Source: an optimization exercise on an open RTL-to-GDS flow (aim: small area). Production flows keep margins and buffers that such runs may drop.
Only simulation tests tie the RTL to the original design; equivalence was not proved.
Power figures rest on the tool's default switching activity, not on a simulated workload.

## CPU
module CPU (
    input         clk,
    input         reset,
    output [15:0] imem_addr,
    input  [15:0] imem_data,
    output [15:0] dmem_addr,
    output [15:0] dmem_wdata,
    output        dmem_we,
    output        dmem_re,
    input  [15:0] dmem_rdata,
    output        halt
);
For scale: ~750 cells after synthesis, roughly 8100 um2 of cells after synthesis.
clock: 35.0 ns
lec_check: 0
abc_area: 1
cap_margin: 20
core_margin: 2
core_utilization: 60
slew_margin: 20
standard.sh (not shown) runs the stock make flow with config.mk's settings and CLKGATE_MAP_FILE= SYNTH_SCRIPT=/design/flow/synth_recipe.tcl, a recipe that flattens the netlist after the stock synthesis.
==> flow/flow/run.sh <==
#!/bin/bash
# The standard layout (standard.sh), with three changes:
#  1. after the standard synthesis, the combinational logic between the
#     flip-flops is re-mapped by ABC for area (reabc.ys); the flip-flops keep
#     their instances, names and cell types;
#  2. port buffers use the smallest buffer;
#  3. CTS uses small clock buffers in clusters of at most 8 sinks, without
#     dummy loads.
set -euo pipefail
export BUFFER_PORTS_ARGS="-buffer_cell sky130_fd_sc_hd__buf_1"
export CTS_ARGS="-sink_clustering_enable -repair_clock_nets -buf_list sky130_fd_sc_hd__clkbuf_4 -dont_use_dummy_load -sink_clustering_size 8 -sink_clustering_max_diameter 60"
W=$PWD
R=$W/orfs/results/$FLOW_PLATFORM/CPU/base
bash standard.sh $R/1_2_yosys.v > synth.log 2>&1
mkdir -p $W/reabc
cp $R/1_2_yosys.v $W/reabc/1_2_yosys_std.v
cp $W/flow/reabc.ys $W/flow/reabc.abc $W/reabc/
cp $FLOW_HOME/platforms/$FLOW_PLATFORM/lib/sky130_fd_sc_hd__tt_025C_1v80.lib $W/reabc/
(cd $W/reabc && $FLOW_HOME/../tools/install/yosys/bin/yosys -s reabc.ys > $W/reabc.log 2>&1)
cp $W/reabc/1_2_yosys.v $R/1_2_yosys.v
rm -f $W/reabc/sky130_fd_sc_hd__tt_025C_1v80.lib
bash standard.sh > standard.log 2>&1
Other scripts of this flow, unchanged in this note and not shown: flow/flow/reabc.abc, flow/flow/reabc.ys
Rerun with:
--- a/flow/design.v
+++ b/flow/design.v
@@ -11,13 +11,12 @@
     input  [15:0] dmem_rdata,
     output        halt
 );
     reg [3:0] ph;        
     reg [1:0] pn;        
     reg       init;      
-    reg       halted;
     wire first = (ph == 4'd0);
     wire lastc = (ph == 4'd15);
     reg [15:0] g1, g2, g3, g4, g5, g6, g7;
     reg [15:0] ra, at, hi, lo;
     reg [15:0] pc;
     reg [15:0] w;
@@ -107,13 +106,13 @@
     wire cinp    = (ph == 4'd1) ? 1'b1 : (first ? 1'b0 : cp);
     wire offb    = isBr & nz & ~first & fdel;
     wire npc_sum = pcb ^ offb ^ cinp;
     wire npc_cy  = (pcb & offb) | (pcb & cinp) | (offb & cinp);
     wire npc_out = isJR ? a :
                    (isJ & (ph <= 4'd12)) ? (~first & fdel) : npc_sum;
-    wire npcpass = (isBr | isSH) ? pass1 : pass0;
+    wire npcpass = isLH ? pass0 : lastpass;
     wire w_in = init ? 1'b0 :
                 npcpass ? npc_out :
                 (isSH & pass0) ? b : w[0];
     wire lastpass = (pn == lastpn);
     wire pc_load  = lastc & (init | (lastpass & ~isHalt));
     wire [3:0] cmp_in = (pass2 & ~fn[0]) ? ~ph : ph;
@@ -203,20 +202,18 @@
                 b;
     always @(posedge clk or posedge reset) begin
         if (reset) begin
             ph     <= 4'd0;
             pn     <= 2'd0;
             init   <= 1'b1;
-            halted <= 1'b0;
         end else begin
             ph <= ph + 4'd1;
             if (init) begin
                 if (lastc) init <= 1'b0;
             end else begin
                 if (lastc) pn <= lastpass ? 2'd0 : pn + 2'd1;
-                if (isHalt) halted <= 1'b1;
             end
         end
     end
     always @(posedge clk) begin
         g1 <= {we1 ? wbit : g1[0], g1[15:1]};
         g2 <= {we2 ? wbit : g2[0], g2[15:1]};
@@ -268,8 +265,8 @@
     end
     assign imem_addr  = pc;
     assign dmem_addr  = m;
     assign dmem_wdata = w;
     assign dmem_we    = ~init & isSH & pass1 & first;
     assign dmem_re    = ~init & isLH & pass1;
-    assign halt       = halted;
+    assign halt       = ~init & isHalt;
 endmodule
=> Via count drops by 2.5%; utilization stays flat; setup slack gets worse by 0.31 ns; maximum frequency drops by 1.9%; synthesized area drops by 0.68%; clock power drops by about 4%; flip-flop and latch count drops by 1; final area drops by 0.53%; synthesized cell count climbs by 0.54%; power drops by 0.90%; routed wire length drops by 7.9%; hold slack gets worse by 0.039 ns.

[separate check: timing with driven ports]
How much do the figures lean on ideal ports? The routed layouts below were timed once more, with nothing changed but the port constraints. Step 1 (the two cells are an assumption about what drives the block):
set clk [get_ports {clk}]
set_driving_cell -lib_cell sky130_fd_sc_hd__clkbuf_16 $clk
set_driving_cell -lib_cell sky130_fd_sc_hd__buf_2 [delete_from_list [all_inputs] $clk]
Step 2 times the ports against the registers' clock, not the clock port: input delays grow and output delays shrink by t, the midpoint of the rising clock arrivals with the driver on. Three values: ideal ports, drivers, drivers and shift; two values: the first two.
run	t (ns)	setup slack, ns	cell pins on the clock port's net
the first run	0.617	19.239 / 19.217 / 19.217	1
the second run	0.622	18.930 / 18.899 / 18.899	1
After both steps setup and hold are still met in every run listed. For the second run, which loses most, drivers alone change the setup slack by -0.031 ns; drivers and shift together by -0.031 ns.
